Source: an optimization exercise on an open RTL-to-GDS flow (aim: small area). Production flows keep margins and buffers that such runs may drop.
The RTL was checked by simulation tests, not by an equivalence proof against the original design.
Power figures rest on the tool's default switching activity, not on a simulated workload.

## klotski
module klotski(
    input         clk,
    input         rst,
    input  [2:0]  mode,
    input  [4:0]  keyCode,
    input         keyReady,
    input  [9:0]  col,
    input  [8:0]  row,
    input  [11:0] Din,
    input         test,
    input  [4:0]  testnum,
    input  [4:0]  testnum2,
    output [11:0] Dout,
    output [4:0]  ROMmux,
    output [12:0] ROMaddr,
    output        DisplayMux,
    output        rdn,
    output [15:0] DisplaySerial,
    output [4:0]  cur_q,
    output [4:0]  loc_q
);
Size: about 1400 cells after synthesis, ~110 I/O pins, about 0.017 mm2 of cells after synthesis.
Settings: LEC_CHECK=0, ABC_AREA=1, CAP_MARGIN=0, CORE_MARGIN=2, CORE_UTILIZATION=70, SLEW_MARGIN=0; clock period 15.0 ns.
standard.sh (not shown) runs the stock make flow with config.mk's settings and CLKGATE_MAP_FILE= SYNTH_SCRIPT=/design/flow/synth_recipe.tcl, a recipe that flattens the netlist after the stock synthesis.
==> flow/flow/run.sh <==
#!/bin/bash
# Own layout flow: the standard synthesis, then the combinational logic
# re-mapped by ABC for area (flip-flops keep their cells and names), then
# the standard floorplan-to-finish flow on the re-mapped netlist, with
# the port buffers made of the smallest buffer cell.
set -euo pipefail
W=$(pwd)
RES=$W/orfs/results/${FLOW_PLATFORM}/klotski/base
LIB=$FLOW_HOME/platforms/${FLOW_PLATFORM}/lib/sky130_fd_sc_hd__tt_025C_1v80.lib

bash standard.sh synth > $W/synth.log 2>&1
cp $RES/1_2_yosys.v $W/standard_synth.v

# ABC scripts: plain area mapping, and deep AIG synthesis (four random
# seeds) followed by area mapping; keep the smallest result
for s in amap deep0 deep1 deep2 deep3; do
    if [[ $s == deep* ]]; then
        sed "s/&deepsyn -T 300/\&deepsyn -T 300 -S ${s#deep}/" $W/flow/deep.abc > $W/$s.abc
    else
        cp $W/flow/$s.abc $W/$s.abc
    fi
    REMAP_LIB=$LIB REMAP_IN=$W/standard_synth.v REMAP_TOP=$FLOW_TOP \
    REMAP_SCRIPT=$W/$s.abc REMAP_STAT=$W/remap_$s.txt REMAP_OUT=$W/remapped_$s.v \
        yosys -c $W/flow/remap.tcl > $W/remap_$s.log 2>&1 &
done
wait
area() { awk '/Chip area/ {print $NF; f = 1} END {if (!f) print 1e99}' $1 2>/dev/null || echo 1e99; }
best=amap
for s in deep0 deep1 deep2 deep3; do
    if awk -v a=$(area $W/remap_$s.txt) -v b=$(area $W/remap_$best.txt) 'BEGIN{exit !(a < b)}'; then best=$s; fi
done
for s in amap deep0 deep1 deep2 deep3; do echo "remap $s: $(area $W/remap_$s.txt)"; done > $W/remap_choice.txt
echo "chosen: $best" >> $W/remap_choice.txt
cp $W/remapped_$best.v $RES/1_2_yosys.v
rm -f $RES/1_synth.odb $RES/1_synth.sdc
# clock tree: sink clustering as set in config.mk, without dummy balancing loads
export CTS_ARGS='-sink_clustering_enable -repair_clock_nets -sink_clustering_size 20 -sink_clustering_max_diameter 45 -dont_use_dummy_load -buf_list {sky130_fd_sc_hd__clkbuf_4 sky130_fd_sc_hd__clkbuf_8}'
BUFFER_PORTS_ARGS="-buffer_cell sky130_fd_sc_hd__buf_1" bash standard.sh finish > $W/layout.log 2>&1
==> flow/flow/deep.abc <==
strash
&get -n
&deepsyn -T 300
&put
dch -f
amap
strash
dch -f
amap
strash
dch -f
amap
strash
dch -f
amap
strash
dch -f
amap
topo
==> flow/flow/remap.tcl <==
# Re-map the combinational logic of the standard synthesis netlist for area.
# The flip-flops and tie cells keep their cell types and instance names.
yosys -import
set lib     $::env(REMAP_LIB)
set netlist $::env(REMAP_IN)
set top     $::env(REMAP_TOP)
set script  $::env(REMAP_SCRIPT)

# cells ABC must not use: the platform's don't-use cells (lpflow_*, probes)
set dont_use {}
set fh [open $lib r]
while {[gets $fh line] >= 0} {
    if {[regexp {^\s*cell\s*\(\s*"?(sky130_fd_sc_hd__(lpflow_|probe)[A-Za-z0-9_]*)"?\s*\)} $line -> name]} {
        lappend dont_use -dont_use $name
    }
}
close $fh

read_liberty -ignore_miss_func $lib
# sequential, tie and multi-output cells stay as they are
foreach c {sky130_fd_sc_hd__edfxtp_1 sky130_fd_sc_hd__dfxtp_1 sky130_fd_sc_hd__conb_1} {
    blackbox $c
}
read_verilog $netlist
hierarchy -top $top
flatten
hierarchy -top $top
# the wires flattening made for the old cells' pins get private names
yosys rename -hide w:_*_.*
opt_clean -purge
abc -liberty $lib -script $script {*}$dont_use
opt_clean -purge
read_liberty -lib -overwrite $lib
hilomap -singleton -hicell sky130_fd_sc_hd__conb_1 HI -locell sky130_fd_sc_hd__conb_1 LO
splitnets
opt_clean -purge
yosys rename -enumerate -pattern remap_%
insbuf -buf sky130_fd_sc_hd__buf_1 A X
check -assert
tee -o $::env(REMAP_STAT) stat -liberty $lib
write_verilog -noattr -nohex -nodec $::env(REMAP_OUT)
Other scripts of this flow, unchanged in this note and not shown: flow/flow/amap.abc
Edit:
==> flow/flow/run.sh (replaced) <==
#!/bin/bash
# Own layout flow: the standard synthesis, then the combinational logic
# re-mapped by ABC for area (flip-flops keep their cells and names), then
# the standard floorplan-to-finish flow on the re-mapped netlist, with
# the port buffers made of the smallest buffer cell.
set -euo pipefail
W=$(pwd)
RES=$W/orfs/results/${FLOW_PLATFORM}/klotski/base
LIB=$FLOW_HOME/platforms/${FLOW_PLATFORM}/lib/sky130_fd_sc_hd__tt_025C_1v80.lib

bash standard.sh synth > $W/synth.log 2>&1
cp $RES/1_2_yosys.v $W/standard_synth.v

# two ABC scripts; keep the smaller result
for s in amap deep; do
    REMAP_LIB=$LIB REMAP_IN=$W/standard_synth.v REMAP_TOP=$FLOW_TOP \
    REMAP_SCRIPT=$W/flow/$s.abc REMAP_STAT=$W/remap_$s.txt REMAP_OUT=$W/remapped_$s.v \
        yosys -c $W/flow/remap.tcl > $W/remap_$s.log 2>&1 &
done
wait
area() { awk '/Chip area/ {print $NF}' $1; }
best=amap
if awk -v a=$(area $W/remap_deep.txt) -v b=$(area $W/remap_amap.txt) 'BEGIN{exit !(a < b)}'; then best=deep; fi
echo "remap: amap $(area $W/remap_amap.txt) deep $(area $W/remap_deep.txt) -> $best" > $W/remap_choice.txt
cp $W/remapped_$best.v $RES/1_2_yosys.v
rm -f $RES/1_synth.odb $RES/1_synth.sdc
# clock tree: sink clustering as set in config.mk, without dummy balancing loads
export CTS_ARGS='-sink_clustering_enable -repair_clock_nets -sink_clustering_size 16 -sink_clustering_max_diameter 40 -dont_use_dummy_load -buf_list {sky130_fd_sc_hd__clkbuf_8}'
BUFFER_PORTS_ARGS="-buffer_cell sky130_fd_sc_hd__buf_1" bash standard.sh finish > $W/layout.log 2>&1
==> flow/flow/deep.abc (replaced) <==
strash
&get -n
&deepsyn -T 150
&put
dch -f
amap
strash
dch -f
amap
strash
dch -f
amap
strash
dch -f
amap
strash
dch -f
amap
topo
Outcome:
- The new run passed the timing, design-rule and antenna checks
- total power grows by a few percent
- area after synthesis came out higher slightly
- clock skew came out higher by 0.059 ns
- final cell count is higher by a few percent
- maximum frequency is higher by a few percent
- wire length climbs by a little under a tenth
- via count goes up by a few percent
- global-route usage increases by 2.4 points
- cell area went up slightly
- worst setup slack gains 0.40 ns
- register-to-register slack is better by 0.83 ns
Edit:
==> flow/flow/run.sh (replaced) <==
#!/bin/bash
# Own layout flow: the standard synthesis, then the combinational logic
# re-mapped by ABC for area (flip-flops keep their cells and names), then
# the standard floorplan-to-finish flow on the re-mapped netlist, with
# the port buffers made of the smallest buffer cell.
set -euo pipefail
W=$(pwd)
RES=$W/orfs/results/${FLOW_PLATFORM}/klotski/base
LIB=$FLOW_HOME/platforms/${FLOW_PLATFORM}/lib/sky130_fd_sc_hd__tt_025C_1v80.lib

bash standard.sh synth > $W/synth.log 2>&1
cp $RES/1_2_yosys.v $W/standard_synth.v

# ABC scripts: plain area mapping, and deep AIG synthesis (four random
# seeds) followed by area mapping; keep the smallest result
for s in amap deep0 deep1 deep2 deep3; do
    if [[ $s == deep* ]]; then
        sed "s/&deepsyn -T 150/\&deepsyn -T 150 -S ${s#deep}/" $W/flow/deep.abc > $W/$s.abc
    else
        cp $W/flow/$s.abc $W/$s.abc
    fi
    REMAP_LIB=$LIB REMAP_IN=$W/standard_synth.v REMAP_TOP=$FLOW_TOP \
    REMAP_SCRIPT=$W/$s.abc REMAP_STAT=$W/remap_$s.txt REMAP_OUT=$W/remapped_$s.v \
        yosys -c $W/flow/remap.tcl > $W/remap_$s.log 2>&1 &
done
wait
area() { awk '/Chip area/ {print $NF; f = 1} END {if (!f) print 1e99}' $1 2>/dev/null || echo 1e99; }
best=amap
for s in deep0 deep1 deep2 deep3; do
    if awk -v a=$(area $W/remap_$s.txt) -v b=$(area $W/remap_$best.txt) 'BEGIN{exit !(a < b)}'; then best=$s; fi
done
for s in amap deep0 deep1 deep2 deep3; do echo "remap $s: $(area $W/remap_$s.txt)"; done > $W/remap_choice.txt
echo "chosen: $best" >> $W/remap_choice.txt
cp $W/remapped_$best.v $RES/1_2_yosys.v
rm -f $RES/1_synth.odb $RES/1_synth.sdc
# clock tree: sink clustering as set in config.mk, without dummy balancing loads
export CTS_ARGS='-sink_clustering_enable -repair_clock_nets -sink_clustering_size 20 -sink_clustering_max_diameter 45 -dont_use_dummy_load -buf_list {sky130_fd_sc_hd__clkbuf_8}'
BUFFER_PORTS_ARGS="-buffer_cell sky130_fd_sc_hd__buf_1" bash standard.sh finish > $W/layout.log 2>&1
Outcome: Wire length falls by a few percent. Clock power falls by roughly a tenth. Utilization rises by 0.54 points. Power falls by a few percent. Global-route usage falls by 0.90 points. Die area stays flat. Sequential power stays flat. Via count falls slightly. Clock skew rises by 0.026 ns. Synthesized area barely changes. Combinational power falls by a few percent.
Edit:
--- a/flow/flow/run.sh
+++ b/flow/flow/run.sh
@@ -16,5 +16,5 @@
 for s in amap deep0 deep1 deep2 deep3; do
     if [[ $s == deep* ]]; then
-        sed "s/&deepsyn -T 150/\&deepsyn -T 150 -S ${s#deep}/" $W/flow/deep.abc > $W/$s.abc
+        sed "s/&deepsyn -T 300/\&deepsyn -T 300 -S ${s#deep}/" $W/flow/deep.abc > $W/$s.abc
     else
         cp $W/flow/$s.abc $W/$s.abc
==> flow/flow/deep.abc (replaced) <==
strash
&get -n
&deepsyn -T 300
&put
dch -f
amap
strash
dch -f
amap
strash
dch -f
amap
strash
dch -f
amap
strash
dch -f
amap
topo
What happened: Count of clock-buffer cells in the layout went up by 1. Setup slack gains 0.059 ns. Worst hold slack gets better by 0.0081 ns. Power stays flat. Final area hardly moves. Global-route usage shrinks by 1.5 points. Routed wire length fell by 4.2%. Sequential power hardly moves. Register-to-register slack got worse by 0.89 ns.

## what the ideal ports hide
No port has a modelled driver above. Below, the same layouts with a new extraction and two added sets of constraints. Step 1 (the two cells are an assumption about what drives the block):
set clk [get_ports {clk}]
set_driving_cell -lib_cell sky130_fd_sc_hd__clkbuf_16 $clk
set_driving_cell -lib_cell sky130_fd_sc_hd__buf_2 [delete_from_list [all_inputs] $clk]
Step 2 also shifts input and output timing later by t, the mid clock arrival at the registers, as if the neighbouring blocks saw the same clock. Slacks: ideal / step 1 / step 2; pairs: ideal / step 1.
run	t, ns	slack for setup (ns)	worst setup path at the end	slew at the worst register clock pin (ns)	worst data-port slew with drivers (ns)
the first run	0.638	1.898 / 1.864 / 1.864	input to output	0.12 / 0.12	0.06
the second run	0.577	2.300 / 2.274 / 2.274	input to output	0.10 / 0.10	0.06
the third run	0.644	1.838 / 1.816 / 1.816	input to output	0.11 / 0.11	0.06
the fourth run	0.638	1.898 / 1.864 / 1.864	input to output	0.12 / 0.12	0.06
After both steps every run listed still meets setup and hold.
